Background: an optimization exercise with open tools, aiming at small area and a short achievable clock period. Do not read the settings as production practice.
Function was checked by simulation only, so behaviour that the tests miss may differ from the original.
No activity file was given, so power comes from the tool's default toggle rates.

==> flow/design.v, too long to show whole: its modules and the start of the top module <==
// module alu_operations_five: 2640 lines
// module alu_fa: 4 lines
// module alu_ha: 4 lines
// module alu_a21o: 3 lines
// module alu_a221o: 3 lines
// module alu_and2: 3 lines
// module alu_and3: 3 lines
// module alu_inv: 3 lines
// module alu_nand2: 3 lines
// module alu_nand3: 3 lines
// module alu_nor2: 3 lines
// module alu_o22ai: 3 lines
// module alu_xnor2: 3 lines
// module alu_xor2: 3 lines
module alu_operations_five (
    input  clk,
    input  rst_n,
    input  load,
    input  signed [31:0]  ID_EX_A,
    input  signed [31:0]  ID_EX_B,
    input  signed [5:0]   opcode,
    output reg signed [31:0] ALU_result
);
  // ...
==> flow/run.sh <==
#!/bin/bash
# synth_recipe.tcl (not shown) runs the flow's synth.tcl, then flattens the netlist and writes it again
# the make line also repeats each setting of config.mk as NAME=value (left out here)
make -C /OpenROAD-flow-scripts/flow DESIGN_CONFIG=/design/flow/config.mk WORK_HOME=/design/flow/orfs CLKGATE_MAP_FILE= SYNTH_SCRIPT=/design/flow/synth_recipe.tcl finish
==> flow/config.mk <==
export PLATFORM = sky130hd
export DESIGN_NAME = alu_operations_five
export DESIGN_NICKNAME = alu_operations_five
export VERILOG_FILES = /design/flow/design.v
export SDC_FILE = /design/flow/constraint.sdc
export NUM_CORES = 4
export LEC_CHECK = 0
export CAP_MARGIN = 20
export CORE_MARGIN = 2
export CORE_UTILIZATION = 40
export SLEW_MARGIN = 20
export SYNTH_HIERARCHICAL = 1
==> flow/constraint.sdc <==
create_clock -name core_clock -period 8.5 [get_ports {clk}]
set_input_delay 1.7000 -clock core_clock [delete_from_list [all_inputs] [get_ports {clk}]]
set_output_delay 1.7000 -clock core_clock [all_outputs]
set_load 0.01 [all_outputs]
==> impl_metrics.toml, run 1 <==
[synth]
syn_area_per_cell_sq_um = 11.6
seq_area_frac_synth = 0.270
synthTopCellsByArea = "fa_1 25%, edfxtp_1 22%, xor2_1 19%"
yosysWarnings = 7
synth_simple_gate_area_share = 0.0440
synth_ff_type = "edfxtp_1"

[clock_tree]
cts_repair_resize_count = 0
h-tree-depth = 4
clkLatencyLatePin_ns = 0.46
root_buffer = "clkbuf_16"

[timing]
slew_viol_final = 0
postLayoutSetupSlackWorst_ns = 2.88
skew_ns = 0.0115

[run_status]
status = "complete, no violations"

[route]
ant_nets = 0
drt-pass1-iter-count = 6

[worst_hold_path]
min_from = "ALU_result[23]$_DFFE_PN0P_"

[global_route]
met1_usage = 0.334
grtUsageTotal = 0.253
grt-ovfl-total = 0

[final_layout]
multi_input_area_share = 0.621
final_core_util = 0.473

[place]
dpl_worst_slack_ns = 2.49
port_buffers = 104

[power]
power_frac_seq = 0.235
p_switching_w = 0.00209

[worst_setup_path]
path_depth = 11
crit_path_end = "q1[31]$_DFFE_PP_"
==> inputs of run 2 (changes only) <==
--- a/flow/design.v
+++ b/flow/design.v
@@ -2424,16 +2424,30 @@
     wire g1378;
     wire g1379;
     wire g1380;
     wire g1381;
     wire g1382;
     wire g1383;
     wire g1384;
     wire g1385;
+    wire g1386;
+    wire g1387;
+    wire g1388;
+    wire g1389;
+    wire g1390;
+    wire g1391;
+    wire g1392;
+    wire g1393;
+    wire g1394;
+    wire g1395;
+    wire g1396;
+    wire g1397;
+    wire g1398;
+    wire g1399;
     alu_ha u_s1101 (.a(q0[4]), .b(q1[4]), .s(s1101), .co(c1102));
     alu_ha u_s1103 (.a(q0[5]), .b(q1[5]), .s(s1103), .co(c1104));
     alu_fa u_s1105 (.a(q0[6]), .b(q1[6]), .c(q2[6]), .s(s1105), .co(c1106));
     alu_fa u_s1107 (.a(q0[7]), .b(q1[7]), .c(q2[7]), .s(s1107), .co(c1108));
     alu_fa u_s1109 (.a(q0[8]), .b(q1[8]), .c(q2[8]), .s(s1109), .co(c1110));
     alu_fa u_s1111 (.a(q0[9]), .b(q1[9]), .c(q2[9]), .s(s1111), .co(c1112));
     alu_fa u_s1113 (.a(q0[10]), .b(q1[10]), .c(q2[10]), .s(s1113), .co(c1114));
     alu_fa u_s1115 (.a(q0[11]), .b(q1[11]), .c(q2[11]), .s(s1115), .co(c1116));
@@ -2514,122 +2528,136 @@
     alu_ha u_s1265 (.a(c1200), .b(s1201), .s(s1265), .co(c1266));
     alu_ha u_s1267 (.a(c1202), .b(s1203), .s(s1267), .co(c1268));
     alu_ha u_s1269 (.a(c1204), .b(s1205), .s(s1269), .co(c1270));
     alu_ha u_s1271 (.a(c1206), .b(s1207), .s(s1271), .co(c1272));
     alu_ha u_s1273 (.a(c1208), .b(s1209), .s(s1273), .co(c1274));
     alu_ha u_s1275 (.a(c1210), .b(s1211), .s(s1275), .co(c1276));
     alu_ha u_s1277 (.a(c1212), .b(s1213), .s(s1277), .co(c1278));
     alu_ha u_s1279 (.a(c1214), .b(s1215), .s(s1279), .co(c1280));
-    alu_a21o u_g1281 (.a(s1219), .b(c1218), .c(c1220), .y(g1281));
-    alu_a21o u_g1282 (.a(s1221), .b(g1281), .c(c1222), .y(g1282));
-    alu_a21o u_g1283 (.a(s1223), .b(g1282), .c(c1224), .y(g1283));
-    alu_and2 u_g1284 (.a(s1217), .b(s1219), .y(g1284));
-    alu_and2 u_g1285 (.a(g1284), .b(s1221), .y(g1285));
-    alu_and2 u_g1286 (.a(g1285), .b(s1223), .y(g1286));
-    alu_a21o u_g1287 (.a(g1286), .b(qcin), .c(g1283), .y(g1287));
-    alu_a21o u_g1288 (.a(s1217), .b(qcin), .c(c1218), .y(g1288));
-    alu_a21o u_g1289 (.a(s1219), .b(g1288), .c(c1220), .y(g1289));
-    alu_a21o u_g1290 (.a(s1221), .b(g1289), .c(c1222), .y(g1290));
-    alu_a21o u_g1291 (.a(s1227), .b(c1226), .c(c1228), .y(g1291));
-    alu_a21o u_g1292 (.a(s1229), .b(g1291), .c(c1230), .y(g1292));
-    alu_a21o u_g1293 (.a(s1231), .b(g1292), .c(c1232), .y(g1293));
-    alu_and2 u_g1294 (.a(s1225), .b(s1227), .y(g1294));
-    alu_and2 u_g1295 (.a(g1294), .b(s1229), .y(g1295));
-    alu_and2 u_g1296 (.a(g1295), .b(s1231), .y(g1296));
-    alu_a21o u_g1297 (.a(g1296), .b(g1287), .c(g1293), .y(g1297));
-    alu_a21o u_g1298 (.a(s1225), .b(g1287), .c(c1226), .y(g1298));
-    alu_a21o u_g1299 (.a(s1227), .b(g1298), .c(c1228), .y(g1299));
-    alu_a21o u_g1300 (.a(s1229), .b(g1299), .c(c1230), .y(g1300));
-    alu_a21o u_g1301 (.a(s1235), .b(c1234), .c(c1236), .y(g1301));
-    alu_a21o u_g1302 (.a(s1237), .b(g1301), .c(c1238), .y(g1302));
-    alu_a21o u_g1303 (.a(s1239), .b(g1302), .c(c1240), .y(g1303));
-    alu_and2 u_g1304 (.a(s1233), .b(s1235), .y(g1304));
-    alu_and2 u_g1305 (.a(g1304), .b(s1237), .y(g1305));
-    alu_and2 u_g1306 (.a(g1305), .b(s1239), .y(g1306));
-    alu_a21o u_g1307 (.a(g1306), .b(g1297), .c(g1303), .y(g1307));
-    alu_a21o u_g1308 (.a(s1233), .b(g1297), .c(c1234), .y(g1308));
-    alu_a21o u_g1309 (.a(s1235), .b(g1308), .c(c1236), .y(g1309));
-    alu_a21o u_g1310 (.a(s1237), .b(g1309), .c(c1238), .y(g1310));
-    alu_a21o u_g1311 (.a(s1243), .b(c1242), .c(c1244), .y(g1311));
-    alu_a21o u_g1312 (.a(s1245), .b(g1311), .c(c1246), .y(g1312));
-    alu_a21o u_g1313 (.a(s1247), .b(g1312), .c(c1248), .y(g1313));
-    alu_and2 u_g1314 (.a(s1241), .b(s1243), .y(g1314));
-    alu_and2 u_g1315 (.a(g1314), .b(s1245), .y(g1315));
-    alu_and2 u_g1316 (.a(g1315), .b(s1247), .y(g1316));
-    alu_a21o u_g1317 (.a(g1316), .b(g1307), .c(g1313), .y(g1317));
-    alu_a21o u_g1318 (.a(s1241), .b(g1307), .c(c1242), .y(g1318));
-    alu_a21o u_g1319 (.a(s1243), .b(g1318), .c(c1244), .y(g1319));
-    alu_a21o u_g1320 (.a(s1245), .b(g1319), .c(c1246), .y(g1320));
-    alu_a21o u_g1321 (.a(s1251), .b(c1250), .c(c1252), .y(g1321));
-    alu_a21o u_g1322 (.a(s1253), .b(g1321), .c(c1254), .y(g1322));
-    alu_a21o u_g1323 (.a(s1255), .b(g1322), .c(c1256), .y(g1323));
-    alu_and2 u_g1324 (.a(s1249), .b(s1251), .y(g1324));
-    alu_and2 u_g1325 (.a(g1324), .b(s1253), .y(g1325));
-    alu_and2 u_g1326 (.a(g1325), .b(s1255), .y(g1326));
-    alu_a21o u_g1327 (.a(g1326), .b(g1317), .c(g1323), .y(g1327));
-    alu_a21o u_g1328 (.a(s1249), .b(g1317), .c(c1250), .y(g1328));
-    alu_a21o u_g1329 (.a(s1251), .b(g1328), .c(c1252), .y(g1329));
-    alu_a21o u_g1330 (.a(s1253), .b(g1329), .c(c1254), .y(g1330));
-    alu_a21o u_g1331 (.a(s1259), .b(c1258), .c(c1260), .y(g1331));
-    alu_a21o u_g1332 (.a(s1261), .b(g1331), .c(c1262), .y(g1332));
-    alu_a21o u_g1333 (.a(s1263), .b(g1332), .c(c1264), .y(g1333));
-    alu_and2 u_g1334 (.a(s1257), .b(s1259), .y(g1334));
-    alu_and2 u_g1335 (.a(g1334), .b(s1261), .y(g1335));
-    alu_and2 u_g1336 (.a(g1335), .b(s1263), .y(g1336));
-    alu_a21o u_g1337 (.a(g1336), .b(g1327), .c(g1333), .y(g1337));
-    alu_a21o u_g1338 (.a(s1257), .b(g1327), .c(c1258), .y(g1338));
-    alu_a21o u_g1339 (.a(s1259), .b(g1338), .c(c1260), .y(g1339));
-    alu_a21o u_g1340 (.a(s1261), .b(g1339), .c(c1262), .y(g1340));
-    alu_a21o u_g1341 (.a(s1267), .b(c1266), .c(c1268), .y(g1341));
-    alu_a21o u_g1342 (.a(s1269), .b(g1341), .c(c1270), .y(g1342));
-    alu_a21o u_g1343 (.a(s1271), .b(g1342), .c(c1272), .y(g1343));
-    alu_and2 u_g1344 (.a(s1265), .b(s1267), .y(g1344));
-    alu_and2 u_g1345 (.a(g1344), .b(s1269), .y(g1345));
-    alu_and2 u_g1346 (.a(g1345), .b(s1271), .y(g1346));
-    alu_a21o u_g1347 (.a(g1346), .b(g1337), .c(g1343), .y(g1347));
-    alu_a21o u_g1348 (.a(s1265), .b(g1337), .c(c1266), .y(g1348));
-    alu_a21o u_g1349 (.a(s1267), .b(g1348), .c(c1268), .y(g1349));
-    alu_a21o u_g1350 (.a(s1269), .b(g1349), .c(c1270), .y(g1350));
-    alu_a21o u_g1351 (.a(s1273), .b(g1347), .c(c1274), .y(g1351));
-    alu_a21o u_g1352 (.a(s1275), .b(g1351), .c(c1276), .y(g1352));
-    alu_a21o u_g1353 (.a(s1277), .b(g1352), .c(c1278), .y(g1353));
-    alu_xor2 u_g1354 (.a(s1217), .b(qcin), .y(g1354));
-    alu_xor2 u_g1355 (.a(s1219), .b(g1288), .y(g1355));
-    alu_xor2 u_g1356 (.a(s1221), .b(g1289), .y(g1356));
-    alu_xor2 u_g1357 (.a(s1223), .b(g1290), .y(g1357));
-    alu_xor2 u_g1358 (.a(s1225), .b(g1287), .y(g1358));
-    alu_xor2 u_g1359 (.a(s1227), .b(g1298), .y(g1359));
-    alu_xor2 u_g1360 (.a(s1229), .b(g1299), .y(g1360));
-    alu_xor2 u_g1361 (.a(s1231), .b(g1300), .y(g1361));
-    alu_xor2 u_g1362 (.a(s1233), .b(g1297), .y(g1362));
-    alu_xor2 u_g1363 (.a(s1235), .b(g1308), .y(g1363));
-    alu_xor2 u_g1364 (.a(s1237), .b(g1309), .y(g1364));
-    alu_xor2 u_g1365 (.a(s1239), .b(g1310), .y(g1365));
-    alu_xor2 u_g1366 (.a(s1241), .b(g1307), .y(g1366));
-    alu_xor2 u_g1367 (.a(s1243), .b(g1318), .y(g1367));
-    alu_xor2 u_g1368 (.a(s1245), .b(g1319), .y(g1368));
-    alu_xor2 u_g1369 (.a(s1247), .b(g1320), .y(g1369));
-    alu_xor2 u_g1370 (.a(s1249), .b(g1317), .y(g1370));
-    alu_xor2 u_g1371 (.a(s1251), .b(g1328), .y(g1371));
-    alu_xor2 u_g1372 (.a(s1253), .b(g1329), .y(g1372));
-    alu_xor2 u_g1373 (.a(s1255), .b(g1330), .y(g1373));
-    alu_xor2 u_g1374 (.a(s1257), .b(g1327), .y(g1374));
-    alu_xor2 u_g1375 (.a(s1259), .b(g1338), .y(g1375));
-    alu_xor2 u_g1376 (.a(s1261), .b(g1339), .y(g1376));
-    alu_xor2 u_g1377 (.a(s1263), .b(g1340), .y(g1377));
-    alu_xor2 u_g1378 (.a(s1265), .b(g1337), .y(g1378));
-    alu_xor2 u_g1379 (.a(s1267), .b(g1348), .y(g1379));
-    alu_xor2 u_g1380 (.a(s1269), .b(g1349), .y(g1380));
-    alu_xor2 u_g1381 (.a(s1271), .b(g1350), .y(g1381));
-    alu_xor2 u_g1382 (.a(s1273), .b(g1347), .y(g1382));
-    alu_xor2 u_g1383 (.a(s1275), .b(g1351), .y(g1383));
-    alu_xor2 u_g1384 (.a(s1277), .b(g1352), .y(g1384));
-    alu_xor2 u_g1385 (.a(s1279), .b(g1353), .y(g1385));
-    wire [31:0] sum = {g1385, g1384, g1383, g1382, g1381, g1380, g1379, g1378, g1377, g1376, g1375, g1374, g1373, g1372, g1371, g1370, g1369, g1368, g1367, g1366, g1365, g1364, g1363, g1362, g1361, g1360, g1359, g1358, g1357, g1356, g1355, g1354};
+    alu_a21o u_g1281 (.a(s1217), .b(qcin), .c(c1218), .y(g1281));
+    alu_a21o u_g1282 (.a(s1219), .b(g1281), .c(c1220), .y(g1282));
+    alu_a21o u_g1283 (.a(s1221), .b(g1282), .c(c1222), .y(g1283));
+    alu_a21o u_g1284 (.a(s1223), .b(g1283), .c(c1224), .y(g1284));
+    alu_a21o u_g1285 (.a(s1227), .b(c1226), .c(c1228), .y(g1285));
+    alu_a21o u_g1286 (.a(s1229), .b(g1285), .c(c1230), .y(g1286));
+    alu_a21o u_g1287 (.a(s1231), .b(g1286), .c(c1232), .y(g1287));
+    alu_and2 u_g1288 (.a(s1225), .b(s1227), .y(g1288));
+    alu_and2 u_g1289 (.a(g1288), .b(s1229), .y(g1289));
+    alu_and2 u_g1290 (.a(g1289), .b(s1231), .y(g1290));
+    alu_a21o u_g1291 (.a(s1235), .b(c1234), .c(c1236), .y(g1291));
+    alu_a21o u_g1292 (.a(s1237), .b(g1291), .c(c1238), .y(g1292));
+    alu_a21o u_g1293 (.a(s1239), .b(g1292), .c(c1240), .y(g1293));
+    alu_and2 u_g1294 (.a(s1233), .b(s1235), .y(g1294));
+    alu_and2 u_g1295 (.a(g1294), .b(s1237), .y(g1295));
+    alu_and2 u_g1296 (.a(g1295), .b(s1239), .y(g1296));
+    alu_a21o u_g1297 (.a(s1243), .b(c1242), .c(c1244), .y(g1297));
+    alu_a21o u_g1298 (.a(s1245), .b(g1297), .c(c1246), .y(g1298));
+    alu_a21o u_g1299 (.a(s1247), .b(g1298), .c(c1248), .y(g1299));
+    alu_and2 u_g1300 (.a(s1241), .b(s1243), .y(g1300));
+    alu_and2 u_g1301 (.a(g1300), .b(s1245), .y(g1301));
+    alu_and2 u_g1302 (.a(g1301), .b(s1247), .y(g1302));
+    alu_a21o u_g1303 (.a(s1251), .b(c1250), .c(c1252), .y(g1303));
+    alu_a21o u_g1304 (.a(s1253), .b(g1303), .c(c1254), .y(g1304));
+    alu_a21o u_g1305 (.a(s1255), .b(g1304), .c(c1256), .y(g1305));
+    alu_and2 u_g1306 (.a(s1249), .b(s1251), .y(g1306));
+    alu_and2 u_g1307 (.a(g1306), .b(s1253), .y(g1307));
+    alu_and2 u_g1308 (.a(g1307), .b(s1255), .y(g1308));
+    alu_a21o u_g1309 (.a(s1259), .b(c1258), .c(c1260), .y(g1309));
+    alu_a21o u_g1310 (.a(s1261), .b(g1309), .c(c1262), .y(g1310));
+    alu_a21o u_g1311 (.a(s1263), .b(g1310), .c(c1264), .y(g1311));
+    alu_and2 u_g1312 (.a(s1257), .b(s1259), .y(g1312));
+    alu_and2 u_g1313 (.a(g1312), .b(s1261), .y(g1313));
+    alu_and2 u_g1314 (.a(g1313), .b(s1263), .y(g1314));
+    alu_a21o u_g1315 (.a(s1267), .b(c1266), .c(c1268), .y(g1315));
+    alu_a21o u_g1316 (.a(s1269), .b(g1315), .c(c1270), .y(g1316));
+    alu_a21o u_g1317 (.a(s1271), .b(g1316), .c(c1272), .y(g1317));
+    alu_and2 u_g1318 (.a(s1265), .b(s1267), .y(g1318));
+    alu_and2 u_g1319 (.a(g1318), .b(s1269), .y(g1319));
+    alu_and2 u_g1320 (.a(g1319), .b(s1271), .y(g1320));
+    alu_a21o u_g1321 (.a(s1275), .b(c1274), .c(c1276), .y(g1321));
+    alu_a21o u_g1322 (.a(s1277), .b(g1321), .c(c1278), .y(g1322));
+    alu_a21o u_g1323 (.a(s1279), .b(g1322), .c(c1280), .y(g1323));
+    alu_and2 u_g1324 (.a(s1273), .b(s1275), .y(g1324));
+    alu_and2 u_g1325 (.a(g1324), .b(s1277), .y(g1325));
+    alu_and2 u_g1326 (.a(g1325), .b(s1279), .y(g1326));
+    alu_a21o u_g1327 (.a(g1290), .b(g1284), .c(g1287), .y(g1327));
+    alu_a21o u_g1328 (.a(g1302), .b(g1293), .c(g1299), .y(g1328));
+    alu_and2 u_g1329 (.a(g1302), .b(g1296), .y(g1329));
+    alu_a21o u_g1330 (.a(g1314), .b(g1305), .c(g1311), .y(g1330));
+    alu_and2 u_g1331 (.a(g1314), .b(g1308), .y(g1331));
+    alu_a21o u_g1332 (.a(g1326), .b(g1317), .c(g1323), .y(g1332));
+    alu_and2 u_g1333 (.a(g1326), .b(g1320), .y(g1333));
+    alu_a21o u_g1334 (.a(g1296), .b(g1327), .c(g1293), .y(g1334));
+    alu_a21o u_g1335 (.a(g1329), .b(g1327), .c(g1328), .y(g1335));
+    alu_a21o u_g1336 (.a(g1320), .b(g1330), .c(g1317), .y(g1336));
+    alu_and2 u_g1337 (.a(g1320), .b(g1331), .y(g1337));
+    alu_a21o u_g1338 (.a(g1333), .b(g1330), .c(g1332), .y(g1338));
+    alu_and2 u_g1339 (.a(g1333), .b(g1331), .y(g1339));
+    alu_a21o u_g1340 (.a(g1308), .b(g1335), .c(g1305), .y(g1340));
+    alu_a21o u_g1341 (.a(g1331), .b(g1335), .c(g1330), .y(g1341));
+    alu_a21o u_g1342 (.a(g1337), .b(g1335), .c(g1336), .y(g1342));
+    alu_a21o u_g1343 (.a(g1339), .b(g1335), .c(g1338), .y(g1343));
+    alu_a21o u_g1344 (.a(s1217), .b(qcin), .c(c1218), .y(g1344));
+    alu_a21o u_g1345 (.a(s1219), .b(g1344), .c(c1220), .y(g1345));
+    alu_a21o u_g1346 (.a(s1221), .b(g1345), .c(c1222), .y(g1346));
+    alu_a21o u_g1347 (.a(s1225), .b(g1284), .c(c1226), .y(g1347));
+    alu_a21o u_g1348 (.a(s1227), .b(g1347), .c(c1228), .y(g1348));
+    alu_a21o u_g1349 (.a(s1229), .b(g1348), .c(c1230), .y(g1349));
+    alu_a21o u_g1350 (.a(s1233), .b(g1327), .c(c1234), .y(g1350));
+    alu_a21o u_g1351 (.a(s1235), .b(g1350), .c(c1236), .y(g1351));
+    alu_a21o u_g1352 (.a(s1237), .b(g1351), .c(c1238), .y(g1352));
+    alu_a21o u_g1353 (.a(s1241), .b(g1334), .c(c1242), .y(g1353));
+    alu_a21o u_g1354 (.a(s1243), .b(g1353), .c(c1244), .y(g1354));
+    alu_a21o u_g1355 (.a(s1245), .b(g1354), .c(c1246), .y(g1355));
+    alu_a21o u_g1356 (.a(s1249), .b(g1335), .c(c1250), .y(g1356));
+    alu_a21o u_g1357 (.a(s1251), .b(g1356), .c(c1252), .y(g1357));
+    alu_a21o u_g1358 (.a(s1253), .b(g1357), .c(c1254), .y(g1358));
+    alu_a21o u_g1359 (.a(s1257), .b(g1340), .c(c1258), .y(g1359));
+    alu_a21o u_g1360 (.a(s1259), .b(g1359), .c(c1260), .y(g1360));
+    alu_a21o u_g1361 (.a(s1261), .b(g1360), .c(c1262), .y(g1361));
+    alu_a21o u_g1362 (.a(s1265), .b(g1341), .c(c1266), .y(g1362));
+    alu_a21o u_g1363 (.a(s1267), .b(g1362), .c(c1268), .y(g1363));
+    alu_a21o u_g1364 (.a(s1269), .b(g1363), .c(c1270), .y(g1364));
+    alu_a21o u_g1365 (.a(s1273), .b(g1342), .c(c1274), .y(g1365));
+    alu_a21o u_g1366 (.a(s1275), .b(g1365), .c(c1276), .y(g1366));
+    alu_a21o u_g1367 (.a(s1277), .b(g1366), .c(c1278), .y(g1367));
+    alu_xor2 u_g1368 (.a(s1217), .b(qcin), .y(g1368));
+    alu_xor2 u_g1369 (.a(s1219), .b(g1344), .y(g1369));
+    alu_xor2 u_g1370 (.a(s1221), .b(g1345), .y(g1370));
+    alu_xor2 u_g1371 (.a(s1223), .b(g1346), .y(g1371));
+    alu_xor2 u_g1372 (.a(s1225), .b(g1284), .y(g1372));
+    alu_xor2 u_g1373 (.a(s1227), .b(g1347), .y(g1373));
+    alu_xor2 u_g1374 (.a(s1229), .b(g1348), .y(g1374));
+    alu_xor2 u_g1375 (.a(s1231), .b(g1349), .y(g1375));
+    alu_xor2 u_g1376 (.a(s1233), .b(g1327), .y(g1376));
+    alu_xor2 u_g1377 (.a(s1235), .b(g1350), .y(g1377));
+    alu_xor2 u_g1378 (.a(s1237), .b(g1351), .y(g1378));
+    alu_xor2 u_g1379 (.a(s1239), .b(g1352), .y(g1379));
+    alu_xor2 u_g1380 (.a(s1241), .b(g1334), .y(g1380));
+    alu_xor2 u_g1381 (.a(s1243), .b(g1353), .y(g1381));
+    alu_xor2 u_g1382 (.a(s1245), .b(g1354), .y(g1382));
+    alu_xor2 u_g1383 (.a(s1247), .b(g1355), .y(g1383));
+    alu_xor2 u_g1384 (.a(s1249), .b(g1335), .y(g1384));
+    alu_xor2 u_g1385 (.a(s1251), .b(g1356), .y(g1385));
+    alu_xor2 u_g1386 (.a(s1253), .b(g1357), .y(g1386));
+    alu_xor2 u_g1387 (.a(s1255), .b(g1358), .y(g1387));
+    alu_xor2 u_g1388 (.a(s1257), .b(g1340), .y(g1388));
+    alu_xor2 u_g1389 (.a(s1259), .b(g1359), .y(g1389));
+    alu_xor2 u_g1390 (.a(s1261), .b(g1360), .y(g1390));
+    alu_xor2 u_g1391 (.a(s1263), .b(g1361), .y(g1391));
+    alu_xor2 u_g1392 (.a(s1265), .b(g1341), .y(g1392));
+    alu_xor2 u_g1393 (.a(s1267), .b(g1362), .y(g1393));
+    alu_xor2 u_g1394 (.a(s1269), .b(g1363), .y(g1394));
+    alu_xor2 u_g1395 (.a(s1271), .b(g1364), .y(g1395));
+    alu_xor2 u_g1396 (.a(s1273), .b(g1342), .y(g1396));
+    alu_xor2 u_g1397 (.a(s1275), .b(g1365), .y(g1397));
+    alu_xor2 u_g1398 (.a(s1277), .b(g1366), .y(g1398));
+    alu_xor2 u_g1399 (.a(s1279), .b(g1367), .y(g1399));
+    wire [31:0] sum = {g1399, g1398, g1397, g1396, g1395, g1394, g1393, g1392, g1391, g1390, g1389, g1388, g1387, g1386, g1385, g1384, g1383, g1382, g1381, g1380, g1379, g1378, g1377, g1376, g1375, g1374, g1373, g1372, g1371, g1370, g1369, g1368};
     wire lt = (q0[31] == q1[31]) ? q0[31] : sum[31];
     wire [31:0] res = qkz ? sum : {31'd0, qslt & lt};
     always @(posedge clk or negedge rst_n) begin
         if (!rst_n) begin
             qkz <= 1'b0;
             qslt <= 1'b0;
             ALU_result <= 32'sd0;
         end else if (load) begin
==> flow/config.mk (replaced) <==
export PLATFORM = sky130hd
export DESIGN_NAME = alu_operations_five
export DESIGN_NICKNAME = alu_operations_five
export VERILOG_FILES = /design/flow/design.v
export SDC_FILE = /design/flow/constraint.sdc
export NUM_CORES = 4
export LEC_CHECK = 0
export CAP_MARGIN = 20
export CORE_MARGIN = 2
export CORE_UTILIZATION = 40
export SETUP_SLACK_MARGIN = 3.2
export SLEW_MARGIN = 20
export SYNTH_HIERARCHICAL = 1
==> impl_metrics.toml, run 2 <==
[power]
power.total_w = 0.00506
power_density_nw_per_um2 = 259
peakVddDrop_uv = 180
p_leak_nw = 9.43

[clock_tree]
cts_sinks = 155
root_buffer = "clkbuf_16"
cts_tree = "done"
clk_pin_slew_ns = 0.07
cts_buffer_depth = 2
h-tree-depth = 4
clkLatencyLatePin_ns = 0.48
cts_made_buffers = 17
cts-hold-fix-buffers = 0

[worst_setup_path]
required_ns = 8.73
worstSetupPathType = "input pin to register"
cp-end-kind = "register"
worstPathMaxFanout = 9
crit_arrival_ns = 5.47
setup.worst_path.start_class = "input pin"

[route]
drc = 0
finalWirelength_mm = 53.1
ant_nets = 0
vias = 13000
drt-pass1-iter-count = 5
drtIter0Drc = 1329
vias_per_cell = 6.07
wl_per_cell_um = 24.9

[global_route]
grt_pass1_vias = 13300
met1_usage = 0.347
grt-busiest-layer = "met2"
antenna_found_initial = 0
grt-ovfl-total = 0
grtUsageMet3 = 0.0353
grtUsageTotal = 0.253
use_met2 = 0.417
grt_max_degree = 119
grt_pass1_wl_mm = 83.2

[die]
io-pin-count = 105
dieArea_sq_um = 43300
start_util = 0.407
chipHeight_um = 208
die-width_um = 208
fp.coreArea_sq_um = 41000
rows = 74

[timing]
postLayoutSetupSlackWorst_ns = 3.26
setup_tns_ns = 0
period_minus_slack_ns = 5.24
slew_headroom = 0.221
slew_viol_final = 0
finalHoldViolations = 0
tightestPinTransition_ns = 1.17
fin_crit_sh = 0.616
skew_ns = 0.0105
finalSetupViolations = 0
max_freq_mhz = 191
rsz0062_at_grt = "yes"

[synth]
ys_top_cells_by_count = "352 x xor2_1, 257 x o22ai_1, 210 x fa_1"
async_flop_share = 0.219
synthesis.instances = 1433
synth.top_cell.area_share = 0.252
synth-edff-count = 121
syn_area_sq_um = 16700
synthTopCellsByArea = "fa_1 25%, edfxtp_1 22%, xor2_1 18%"
synth_simple_gate_area_share = 0.0450
seq_area_frac_synth = 0.269
synth_top_family_by_area = "adder cells"
yosysTopAreaCell = "fa_1"
synth_cell_types = 30
synth_fa_ha_area_frac = 0.299
yosysWarnings = 7
synth_mux_area_frac = 0
synthXorXnorAreaFrac = 0.193
synth_ff_type = "edfxtp_1"
synth-compound-area-share = 0.181
synthMostInstantiatedCell = "xor2_1"
syn_area_per_cell_sq_um = 11.6
synth-seq-cells = 155

[place]
dpl_cell_area_sq_um = 18700
dp.final_hpwl_mm = 37.5
place.gp.congestion = 0.918
dpl.cell_count = 2097
port_buffers = 104
dpl_worst_slack_ns = 2.00

[final_layout]
mostFrequentLayoutCells = "352 x xor2_1, 257 x o22ai_1, 210 x fa_1"
final_common_cell = "xor2_1"
top_regs = "ALU_result (32), q0 (32), q1 (32)"
fin_cells = 2135
drive_gt1_frac = 0.0749
nets = 1935
syn2layout_area_growth_pct = 17.0
design_area_sq_um = 19500
diodes = 0

[job]
maxCapViolCount = 0

[worst_hold_path]
hold_class = "register to register"

[run_status]
status = "complete, no violations"
==> run 2: cell types whose count changed after synthesis, moves of 3 or more <==
cell     previous run  this run
a21o_1            116       119
buf_4               3         0
o21ai_1            31         7
buf_6               2         5
o21ai_0             3        26
==> run 2: kinds of logic (layout without fill, tap and decap cells) <==
logic type / after synthesis / count (layout)
compound gates: 446 / 446
simple gates: 146 / 146
other cells: 1 / 2
flops: 155 / 155
xor+xnor: 367 / 370
fa+ha+maj: 272 / 272
buf+inv: 46 / 212
==> run 2: layout make-up <==
class / instances / area (sq um)
Clock buffer: 22 / 507
Inverter: 34 / 128
Fill cell: 3709 / 21500
Timing Repair Buffer: 146 / 1370
Clock inverter: 10 / 86.3
Multi-Input combinational cell: 1236 / 12300
Tap cell: 532 / 666
Sequential cell: 155 / 4480
==> run 2: per-module statistics from Yosys, one instance, submodules excluded <==
module | area (sq um) | cells | copies in the design | flops+latches
alu_operations_five | 5150 | 285 | 1 | 155
alu_fa | 20.0 | 1 | 210 | 0
alu_ha | 12.5 | 1 | 62 | 0
alu_a221o | 10.0 | 1 | 32 | 0
alu_xnor2 | 8.76 | 1 | 15 | 0
alu_xor2 | 8.76 | 1 | 352 | 0
alu_a21o | 7.51 | 1 | 119 | 0
alu_and2 | 6.26 | 1 | 21 | 0
alu_and3 | 6.26 | 1 | 16 | 0
alu_o22ai | 6.26 | 1 | 256 | 0
alu_nand3 | 5.00 | 1 | 32 | 0
alu_inv | 3.75 | 1 | 1 | 0
alu_nand2 | 3.75 | 1 | 16 | 0
alu_nor2 | 3.75 | 1 | 16 | 0
==> run 2: layer usage <==
| layer | up-vias | part of all wire |
|---|---|---|
| li1 | 5654 | - |
| met1 | 6658 | 0.42 |
| met2 | 579 | 0.49 |
| met3 | 74 | 0.066 |
| met4 | 0 | 0.024 |
| met5 | - | 0 |
==> run 2: worst max-delay path: stages <==
cell and delay (ns):
clkdlybuf4s50_1 0.58, xnor2_1 0.70, nand2_1 0.33, o22ai_1 0.29, xor2_1 0.24, fa_1 0.52
fa_1 0.53, fa_1 0.41, a21o_1 0.16
==> run 2: path summary, 6_finish.rpt <==
kind	endpoint	cells past startpoint	from	slack [ns]
min in group asynchronous	ALU_result[3]$_DFFE_PN0P_	1	rst_n	1.37
setup / recovery	q1[31]$_DFFE_PP_	9	ID_EX_B[24]	3.26
hold / removal	ALU_result[15]$_DFFE_PN0P_	2	ALU_result[15]$_DFFE_PN0P_	0.51
hold reg to reg	ALU_result[15]$_DFFE_PN0P_	2	ALU_result[15]$_DFFE_PN0P_	0.51
max in group asynchronous	ALU_result[23]$_DFFE_PN0P_	1	rst_n	6.54
setup reg to reg	ALU_result[0]$_DFFE_PN0P_	15	q0[13]$_DFFE_PP_	4.27
==> run 2: stage by stage <==
stage           util  hold WS, ns
3_3_place_gp   0.457        0.500
5_1_grt        0.476        0.542
6_report       0.476        0.507
2_1_floorplan      -        0.532
3_5_place_dp   0.457        0.504
4_1_cts        0.475        0.515
==> run 2: power by group <==
| part | leakage (nW) | switching, W | internal (W) |
|---|---|---|---|
| Sequential | 1.65 | 0.000108 | 0.00108 |
| Clock | 0.288 | 0.000334 | 0.000450 |
| Combinational | 7.50 | 0.00168 | 0.00141 |
| Total | 9.43 | 0.00212 | 0.00294 |
==> run 2: repair_timing <==
| action | in CTS | in global routing |
|---|---|---|
| setup buffers | 2 | 1 |
| pin swaps | 3 | 1 |
| gates resized for setup | 29 | 19 |
| endpoints found under the setup margin | 45 | 19 |
| gates cloned | 3 | 0 |
==> inputs of run 3 (changes only) <==
--- a/flow/config.mk
+++ b/flow/config.mk
@@ -8,6 +8,6 @@
 export CAP_MARGIN = 20
 export CORE_MARGIN = 2
 export CORE_UTILIZATION = 40
-export SETUP_SLACK_MARGIN = 3.2
+export SETUP_SLACK_MARGIN = 3.7
 export SLEW_MARGIN = 20
 export SYNTH_HIERARCHICAL = 1
==> impl_metrics.toml, run 3 <==
[run_status]
status = "complete, no violations"

[synth]
synth-seq-cells = 155
synth.top_cell.area_share = 0.252
synthMostInstantiatedCell = "xor2_1"
yosysTopAreaCell = "fa_1"
synth_cell_types = 30
synthesis.instances = 1433
async_flop_share = 0.219
synthTopCellsByArea = "fa_1 25%, edfxtp_1 22%, xor2_1 18%"
syn_area_per_cell_sq_um = 11.6
synth_ff_type = "edfxtp_1"
yosysWarnings = 7
ys_top_cells_by_count = "352 x xor2_1, 257 x o22ai_1, 210 x fa_1"
syn_area_sq_um = 16700
synth-edff-count = 121
seq_area_frac_synth = 0.269

[clock_tree]
cts_made_buffers = 17
cts_tree = "done"
clkLatencyLatePin_ns = 0.47
cts_buffer_depth = 2
h-tree-depth = 4
root_buffer = "clkbuf_16"
clk_pin_slew_ns = 0.07
cts_sinks = 155

[worst_setup_path]
max_stage_delay_ns = 0.57
cp-end-kind = "register"
rr_startpoint = "q0[6]$_DFFE_PP_"
worstPathMaxFanout = 14
worstSetupPathType = "input pin to register"
required_ns = 8.73
crit_chain = "clkdlybuf4s50_1 > nand3_4 > o22ai_1 > xor2_1 > fa_1 > fa_1 > fa_1 > fa_1 > a21o_1"
reg2regPathDepth = 14
rr_endpoint = "ALU_result[0]$_DFFE_PN0P_"
r2r_slack_ns = 4.20
crit_arrival_ns = 5.01
slowest_stage = "fa_1"
critical_path.most_common_cell = "fa_1"
setup.worst_path.start_class = "input pin"

[die]
dieArea_sq_um = 43300
chipHeight_um = 208
fp.coreArea_sq_um = 41000
die-width_um = 208
rows = 74
start_util = 0.407
io-pin-count = 105

[route]
finalWirelength_mm = 54.0
vias = 13300
drc = 0
drtIter0Drc = 1304
ant_nets = 0
vias_per_cell = 6.09
drt-pass1-iter-count = 5
wl_per_cell_um = 24.8

[power]
power_density_nw_per_um2 = 252
clkPwrFrac = 0.157
peakVddDrop_uv = 218
p_leak_nw = 9.75
power_frac_seq = 0.230
p_int_w = 0.00299
p_switching_w = 0.00218
comb_power_share = 0.613
p_sw_frac = 0.421

[timing]
slew_viol_final = 0
tightestPinTransition_ns = 0.933
period_minus_slack_ns = 4.78
slew_headroom = 0.378
rsz0062_at_grt = "yes"
skew_ns = 0.0152
finalSetupViolations = 0
max_freq_mhz = 209
setup_tns_ns = 0
fin_crit_sh = 0.563
finalHoldViolations = 0

[final_layout]
final_common_cell = "xor2_1"
top_regs = "ALU_result (32), q0 (32), q1 (32)"
nets = 1976
syn2layout_area_growth_pct = 23.2
design_area_sq_um = 20500
drive_gt1_frac = 0.135
mostFrequentLayoutCells = "339 x xor2_1, 241 x o22ai_1, 206 x fa_1"

[worst_hold_path]
hold_class = "register to register"
min_to = "ALU_result[15]$_DFFE_PN0P_"
min_path_cells = 2
min_from = "ALU_result[15]$_DFFE_PN0P_"

[global_route]
grt-ovfl-total = 0
grtUsageTotal = 0.253
grt_pass1_wl_mm = 83.3
grt_pass1_vias = 13500
grt_max_degree = 82
antenna_found_initial = 0

[place]
dpl_cell_area_sq_um = 18800
place.gp.congestion = 0.892
port_buffers = 104
dp.final_hpwl_mm = 37.4

[job]
maxCapViolCount = 0
run 3: cell counts after synthesis:
Identical to the previous run, type by type.
run 3: worst max path at each step:
stage | slack (ns) | endpoint | startpoint
2_1_floorplan | 3.52 | q1[31]$_DFFE_PP_ | ID_EX_B[2]
3_3_place_gp | 2.35 | q1[31]$_DFFE_PP_ | ID_EX_B[13]
3_5_place_dp | 2.31 | q1[31]$_DFFE_PP_ | ID_EX_B[13]
4_1_cts | 3.68 | q1[31]$_DFFE_PP_ | ID_EX_B[14]
5_1_grt | 3.60 | q1[31]$_DFFE_PP_ | ID_EX_A[19]
6_report | 3.72 | q1[31]$_DFFE_PP_ | ID_EX_A[18]
run 3: what timing repair did:
item / CTS / global route
pin swaps: 8 / 10
hold endpoints to repair: 0 / 0
resized for setup: 109 / 68
hold buffers: 0 / 0
setup endpoints to repair: 65 / 20
gates cloned: 7 / 4
setup buffers: 7 / 32
run 3: critical path: cells and delay by family:
| family | cells | cell delay (ns) |
|---|---|---|
| buffers and inverters | 1 | 0.56 |
| adder cells (fa/ha/maj) | 4 | 1.88 |
| AND/OR/NAND/NOR | 1 | 0.23 |
| AO/OA/AOI/OAI | 2 | 0.43 |
| XOR/XNOR | 1 | 0.20 |
run 3: cells by family (layout without fill, tap and decap cells):
group,count (synthesis),after routing,share of synthesized area
simple gates,146,151,0.0450
fa+ha+maj,272,272,0.299
other cells,1,3,0.000225
buf+inv,46,248,0.0131
xor+xnor,367,370,0.193
compound gates,446,446,0.181
flops,155,155,0.269
run 3: per-module statistics from Yosys, one instance, submodules excluded:
module | cell area [sq um] | flops+latches | copies in the design | cells inside
alu_o22ai | 6.26 | 0 | 256 | 1
alu_operations_five | 5150 | 155 | 1 | 285
alu_and2 | 6.26 | 0 | 21 | 1
alu_inv | 3.75 | 0 | 1 | 1
alu_nor2 | 3.75 | 0 | 16 | 1
alu_nand2 | 3.75 | 0 | 16 | 1
alu_a21o | 7.51 | 0 | 119 | 1
alu_xnor2 | 8.76 | 0 | 15 | 1
alu_ha | 12.5 | 0 | 62 | 1
alu_a221o | 10.0 | 0 | 32 | 1
alu_and3 | 6.26 | 0 | 16 | 1
alu_xor2 | 8.76 | 0 | 352 | 1
alu_nand3 | 5.00 | 0 | 32 | 1
alu_fa | 20.0 | 0 | 210 | 1
run 3: routing by layer:
layer,global-route usage,wire length (um),up-vias
met5,0,0,-
met4,0.0953,1690,0
met3,0.0426,3530,103
met2,0.412,26100,643
met1,0.341,22700,6753
li1,-,-,5753
run 3: area by class of cell:
type,count,area [sq um]
Antenna cell,1,2.50
Clock buffer,23,510
Clock inverter,9,109
Fill cell,3612,20500
Inverter,34,128
Multi-Input combinational cell,1241,12900
Sequential cell,155,4480
Tap cell,532,666
Timing Repair Buffer,182,1740
run 3: through the flow:
| stage | hold WS (ns) | std cells | setup WS [ns] | total power (W) | utilization |
|---|---|---|---|---|---|
| finish | 0.507 | 2177 | 3.72 | 0.00517 | 0.501 |
| CTS | 0.513 | 2140 | 3.68 | 0.00516 | 0.487 |
| global route | 0.532 | 2176 | 3.60 | 0.00557 | 0.501 |
| detailed placement | 0.503 | 2094 | 2.31 | 0.00428 | 0.459 |
| floorplan | 0.532 | 1434 | 3.52 | 0.00330 | - |
| global placement | 0.500 | 2094 | 2.35 | 0.00424 | 0.459 |
run 3: power groups by stage:
stage	Sequential (W)	Clock [W]	Combinational (W)
6_report	0.00119	0.000811	0.00317
3_5_place_dp	0.00121	0	0.00307
4_1_cts	0.00119	0.000830	0.00314
2_1_floorplan	0.00120	0	0.00211
5_1_grt	0.00122	0.000857	0.00350
3_3_place_gp	0.00120	0	0.00304
==> inputs of run 4 (changes only) <==
--- a/flow/config.mk
+++ b/flow/config.mk
@@ -7,7 +7,7 @@
 export LEC_CHECK = 0
 export CAP_MARGIN = 20
 export CORE_MARGIN = 2
-export CORE_UTILIZATION = 40
+export CORE_UTILIZATION = 55
 export SETUP_SLACK_MARGIN = 3.7
 export SLEW_MARGIN = 20
 export SYNTH_HIERARCHICAL = 1
==> impl_metrics.toml, run 4 <==
[power]
power_density_nw_per_um2 = 258
peakVddDrop_uv = 684
p_leak_nw = 9.67

[timing]
finalSetupViolations = 0
skew_ns = 0.0104
setup_tns_ns = 0
fin_crit_sh = 0.566
period_minus_slack_ns = 4.81
max_freq_mhz = 208
tightestPinTransition_ns = 1.03
rsz0062_at_grt = "yes"
slew_headroom = 0.316
slew_viol_final = 0
finalHoldViolations = 0

[clock_tree]
clk_pin_slew_ns = 0.07
h-tree-depth = 4
cts_made_buffers = 17
cts_sinks = 155
clkLatencyLatePin_ns = 0.46
cts_buffer_depth = 2
root_buffer = "clkbuf_16"
cts_tree = "done"

[place]
dp.final_hpwl_mm = 36.3
port_buffers = 104
place.gp.congestion = 0.933

[synth]
synth_cell_types = 30
synth-seq-cells = 155
yosysTopAreaCell = "fa_1"
ys_top_cells_by_count = "352 x xor2_1, 257 x o22ai_1, 210 x fa_1"
synth_ff_type = "edfxtp_1"
yosysWarnings = 7
syn_area_per_cell_sq_um = 11.6
synth-edff-count = 121
synth.top_cell.area_share = 0.252
synthesis.instances = 1433
seq_area_frac_synth = 0.269
async_flop_share = 0.219
syn_area_sq_um = 16700
synthMostInstantiatedCell = "xor2_1"
synthTopCellsByArea = "fa_1 25%, edfxtp_1 22%, xor2_1 18%"

[die]
io-pin-count = 105
start_util = 0.561
chipHeight_um = 178
dieArea_sq_um = 31700
rows = 63
fp.coreArea_sq_um = 29700
die-width_um = 178

[global_route]
grt_max_degree = 92
grt_pass1_wl_mm = 80.6
grt-ovfl-total = 0
antenna_found_initial = 0
grt_pass1_vias = 13100
grtUsageTotal = 0.346

[final_layout]
nFillCells = 2292
nets = 1966
diodes = 0
multi_input_area_sq_um = 12800
syn2layout_area_growth_pct = 21.0
mostFrequentLayoutCells = "344 x xor2_1, 251 x o22ai_1, 206 x fa_1"
regArea_sq_um = 4480
final_core_util = 0.679
final_common_cell = "xor2_1"
drive_gt1_frac = 0.122
top_regs = "ALU_result (32), q0 (32), q1 (32)"

[worst_setup_path]
worstPathMaxFanout = 9
required_ns = 8.72
crit_arrival_ns = 5.03
cp-end-kind = "register"
setup.worst_path.start_class = "input pin"
worstSetupPathType = "input pin to register"

[route]
vias_per_cell = 6.52
finalWirelength_mm = 53.1
drc = 0
drtIter0Drc = 1491
vias = 13200
ant_nets = 0
wl_per_cell_um = 26.2
drt-pass1-iter-count = 5

[worst_hold_path]
hold_class = "register to register"

[run_status]
status = "complete, no violations"

[job]
maxCapViolCount = 0
run 4: cell families after synthesis:
kind of cell | Yosys count | share of synthesized area
other cells | 1 | 0.000225
fa+ha+maj | 272 | 0.299
compound gates | 446 | 0.181
simple gates | 146 | 0.0450
flops | 155 | 0.269
xor+xnor | 367 | 0.193
buf+inv | 46 | 0.0131
run 4: per-layer routing:
metal	wire [um]	track usage	vias to the layer above	part of all wire
met5	0	0	-	0
met4	1860	0.131	0	0.035
met3	4620	0.0620	101	0.087
met2	24300	0.528	744	0.46
met1	22300	0.494	6630	0.42
li1	-	-	5724	-
run 4: path summary, 6_finish.rpt:
path                                                 start                    endpoint  slack, ns  depth (start not counted)
worst max-delay path                           ID_EX_B[22]            q1[31]$_DFFE_PP_       3.69                          9
worst min-delay path            ALU_result[15]$_DFFE_PN0P_  ALU_result[15]$_DFFE_PN0P_       0.51                          2
worst max register to register             q0[9]$_DFFE_PP_   ALU_result[0]$_DFFE_PN0P_       4.17                         15
worst min register to register  ALU_result[15]$_DFFE_PN0P_  ALU_result[15]$_DFFE_PN0P_       0.51                          2
max in group asynchronous                            rst_n  ALU_result[20]$_DFFE_PN0P_       6.54                          1
min in group asynchronous                            rst_n   ALU_result[0]$_DFFE_PN0P_       1.38                          1
run 4: modules after synthesis (local to each module, per instance), a selection:
module,area (sq um),flip-flops and latches,copies in the design
alu_a21o,7.51,0,119
alu_and2,6.26,0,21
alu_and3,6.26,0,16
alu_fa,20.0,0,210
alu_ha,12.5,0,62
alu_inv,3.75,0,1
alu_nand3,5.00,0,32
alu_nor2,3.75,0,16
alu_o22ai,6.26,0,256
alu_operations_five,5150,155,1
alu_xnor2,8.76,0,15
alu_xor2,8.76,0,352
run 4: what timing repair did:
item	CTS	global route
gates resized for setup	109	48
hold buffers	0	0
pin swaps	10	5
setup buffers	10	28
cloned	7	2
setup endpoints to repair	59	27
run 4: cell type report:
cell class              instances  area share
repair buffers                173      0.0834
multi-input cells            1240       0.635
well taps                     390      0.0242
clock buffers                  18      0.0218
inverters                      34     0.00633
clock inverters                14     0.00713
flip-flops and latches        155       0.222
run 4: power breakdown:
group | internal, W | switching (W) | leakage [nW]
sequential | 0.00108 | 0.000116 | 1.65
clock | 0.000439 | 0.000339 | 0.276
combinational | 0.00144 | 0.00179 | 7.75
total | 0.00296 | 0.00225 | 9.67
run 4: worst max-delay path, stage by stage:
cell	delay [ns]
clkdlybuf4s50_1	0.70
xor2_1	0.24
nand2_1	0.26
o22ai_1	0.22
xor2_1	0.30
fa_1	0.49
fa_1	0.55
fa_1	0.41
a21o_1	0.16
run 4: metrics by stage:
step           power (W)  hold slack [ns]  setup slack (ns)  cells  area, sq um
5_1_grt          0.00558            0.532              3.62   2024        20200
3_3_place_gp     0.00425            0.499              2.39   1944        18600
6_report         0.00520            0.509              3.69   2024        20200
3_5_place_dp     0.00432            0.504              2.34   1945        18600
4_1_cts          0.00516            0.513              3.63   1994        19700
2_1_floorplan    0.00330            0.532              3.52   1434        16900
==> inputs of run 5 (changes only) <==
--- a/flow/config.mk
+++ b/flow/config.mk
@@ -7,7 +7,7 @@
 export LEC_CHECK = 0
 export CAP_MARGIN = 20
 export CORE_MARGIN = 2
-export CORE_UTILIZATION = 55
-export SETUP_SLACK_MARGIN = 3.7
+export CORE_UTILIZATION = 40
+export SETUP_SLACK_MARGIN = 4.1
 export SLEW_MARGIN = 20
 export SYNTH_HIERARCHICAL = 1
==> impl_metrics.toml, run 5 <==
[run_status]
status = "complete, no violations"

[power]
power_density_nw_per_um2 = 237
peakVddDrop_uv = 171
p_leak_nw = 10.6

[final_layout]
final_common_cell = "xor2_1"
final_core_util = 0.551
nets = 2071
fin_cells = 2270
syn2layout_area_growth_pct = 35.5
diodes = 0
drive_gt1_frac = 0.240
top_regs = "ALU_result (32), q0 (32), q1 (32)"
mostFrequentLayoutCells = "321 x xor2_1, 213 x o22ai_1, 192 x fa_1"

[die]
io-pin-count = 105
rows = 74
chipHeight_um = 208
dieArea_sq_um = 43300
fp.coreArea_sq_um = 41000
die-width_um = 208
start_util = 0.407

[global_route]
grt_pass1_vias = 15100
grtUsageTotal = 0.301
grt_max_degree = 109
antenna_found_initial = 0
grt_pass1_wl_mm = 96.6
grt-ovfl-total = 0

[clock_tree]
root_buffer = "clkbuf_16"
cts_tree = "done"
cts_made_buffers = 17
cts_buffer_depth = 2
h-tree-depth = 4
clk_pin_slew_ns = 0.07
clkLatencyLatePin_ns = 0.47
cts_sinks = 155

[worst_setup_path]
worstPathMaxFanout = 7
setup.worst_path.start_class = "input pin"
worstSetupPathType = "input pin to register"
required_ns = 8.71
path_buf_inv = 3
crit_arrival_ns = 4.71
cp-end-kind = "register"
max_stage_delay_ns = 0.57
slowest_stage = "fa_2"
critical_path.most_common_cell = "fa_1"
critPathTopFamily = "adder cells"
crit_chain = "buf_16 > buf_16 > nand3_4 > buf_4 > o22ai_1 > xor2_1 > fa_1 > fa_2 > fa_1 > fa_1"

[timing]
max_freq_mhz = 222
setup_tns_ns = 0
skew_ns = 0.0112
slew_viol_final = 0
period_minus_slack_ns = 4.50
fin_crit_sh = 0.529
finalHoldViolations = 0
rsz0062_at_grt = "yes"
tightestPinTransition_ns = 0.983
finalSetupViolations = 0
slew_headroom = 0.344

[route]
wl_per_cell_um = 28.4
ant_nets = 0
finalWirelength_mm = 64.4
vias_per_cell = 6.37
vias = 14400
drc = 0
drtIter0Drc = 1835
drt-pass1-iter-count = 6

[synth]
synth-seq-cells = 155
async_flop_share = 0.219
yosysTopAreaCell = "fa_1"
syn_area_sq_um = 16700
syn_area_per_cell_sq_um = 11.6
synthTopCellsByArea = "fa_1 25%, edfxtp_1 22%, xor2_1 18%"
ys_top_cells_by_count = "352 x xor2_1, 257 x o22ai_1, 210 x fa_1"
synthesis.instances = 1433
seq_area_frac_synth = 0.269
synth_cell_types = 30
yosysWarnings = 7
synthMostInstantiatedCell = "xor2_1"
synth_ff_type = "edfxtp_1"
synth.top_cell.area_share = 0.252
synth-edff-count = 121

[place]
dp.final_hpwl_mm = 38.4
port_buffers = 104
place.gp.congestion = 0.924
dpl.cell_count = 2086

[worst_hold_path]
hold_class = "register to register"

[job]
maxCapViolCount = 0
-- run 5: power by group --
part	internal, W	switching (W)
sequential	0.00108	0.000109
combinational	0.00152	0.00178
clock	0.000546	0.000331
-- run 5: per-layer routing --
| metal | part of all wire | track usage | vias to the layer above |
|---|---|---|---|
| met1 | 0.39 | 0.399 | 7280 |
| met3 | 0.11 | 0.0844 | 265 |
| met2 | 0.44 | 0.455 | 956 |
| li1 | - | - | 5946 |
| met5 | 0.00020 | 0 | - |
| met4 | 0.054 | 0.146 | 2 |
-- run 5: Yosys stat by module (local to each module, per instance), a selection --
| module | flops+latches | cell area [sq um] | times used | cells inside |
|---|---|---|---|---|
| alu_operations_five | 155 | 5150 | 1 | 285 |
| alu_fa | 0 | 20.0 | 210 | 1 |
| alu_a221o | 0 | 10.0 | 32 | 1 |
| alu_xor2 | 0 | 8.76 | 352 | 1 |
| alu_a21o | 0 | 7.51 | 119 | 1 |
| alu_and3 | 0 | 6.26 | 16 | 1 |
| alu_o22ai | 0 | 6.26 | 256 | 1 |
| alu_and2 | 0 | 6.26 | 21 | 1 |
| alu_nand3 | 0 | 5.00 | 32 | 1 |
| alu_nor2 | 0 | 3.75 | 16 | 1 |
| alu_nand2 | 0 | 3.75 | 16 | 1 |
-- run 5: worst min-delay path, cell delays in order (launching register included) --
cell,delay (ns)
dfrtp_1,0.37
inv_1,0.05
o21ai_1,0.05
-- run 5: what timing repair did --
item,in CTS,in global routing
gates resized for setup,361,75
cloned,32,1
hold buffers,0,0
pin swaps,75,35
setup endpoints to repair,90,36
setup buffers,107,13
-- run 5: worst paths after layout --
check / startpoint / to / slack [ns] / depth (start not counted)
worst max-delay path: opcode[0] / q3[27]$_DFFE_PP_ / 4.00 / 10
worst min-delay path: ALU_result[22]$_DFFE_PN0P_ / ALU_result[22]$_DFFE_PN0P_ / 0.50 / 2
worst max register to register: q0[12]$_DFFE_PP_ / ALU_result[0]$_DFFE_PN0P_ / 4.30 / 15
worst min register to register: ALU_result[22]$_DFFE_PN0P_ / ALU_result[22]$_DFFE_PN0P_ / 0.50 / 2
min in group asynchronous: rst_n / ALU_result[14]$_DFFE_PN0P_ / 1.36 / 1
max in group asynchronous: rst_n / ALU_result[1]$_DFFE_PN0P_ / 6.58 / 1
-- run 5: area by class of cell --
class                   count  area, sq um
clock buffers              18          429
inverters                  34          131
well taps                 532          666
clock inverters            13          225
flip-flops and latches    155         4480
fillers                  3504        18400
multi-input cells        1254        13700
repair buffers            264         2950
-- run 5: cell families after synthesis --
| logic type | Yosys count | synth area share |
|---|---|---|
| xor+xnor | 367 | 0.193 |
| buf+inv | 46 | 0.0131 |
| compound gates | 446 | 0.181 |
| other cells | 1 | 0.000225 |
| flops | 155 | 0.269 |
| fa+ha+maj | 272 | 0.299 |
| simple gates | 146 | 0.0450 |
-- run 5: stage by stage --
stage | setup WS (ns) | instance area [sq um] | power [W] | hold WS, ns
2_1_floorplan | 3.52 | 17100 | 0.00331 | 0.532
3_3_place_gp | 2.22 | 18900 | 0.00418 | 0.497
3_5_place_dp | 2.17 | 19000 | 0.00423 | 0.503
4_1_cts | 4.07 | 22200 | 0.00534 | 0.513
5_1_grt | 3.99 | 22600 | 0.00578 | 0.531
6_report | 4.00 | 22600 | 0.00536 | 0.505

afterwards: timing with drivers on the ports:
How much do the figures lean on ideal ports? The routed layouts below were timed once more, with nothing changed but the port constraints.
Step 1: set_driving_cell puts a clkbuf_16 on clk and a buf_2 on each other input, an assumption about the parent block.
Step 2 adds t to the input delays and takes it off the output delays; t is the mean of the earliest and latest rising clock arrival at the registers after step 1. Input paths then give back, and output paths get back, about the clock's delay inside the block.
a / b / c = ideal ports / drivers / drivers and shift; a / b = the first two.
run	shift t [ns]	setup slack, ns	worst setup path at the end	clock arrival spread, ns	pins driven straight from the clock port
run 1	0.505	2.884 / 2.914 / 2.409	input to register	0.016 / 0.016	1
run 2	0.522	3.265 / 3.269 / 2.747	input to register	0.015 / 0.015	1
run 3	0.523	3.718 / 3.725 / 3.202	input to register	0.020 / 0.020	1
run 4	0.510	3.688 / 3.719 / 3.210	input to register	0.010 / 0.011	1
run 5	0.515	4.001 / 3.784 / 3.269	input to register	0.016 / 0.016	1
After both steps every run listed still meets setup and hold. The setup slack of run 5, which loses most, moves by -0.217 ns with the drivers and by -0.732 ns with both steps.
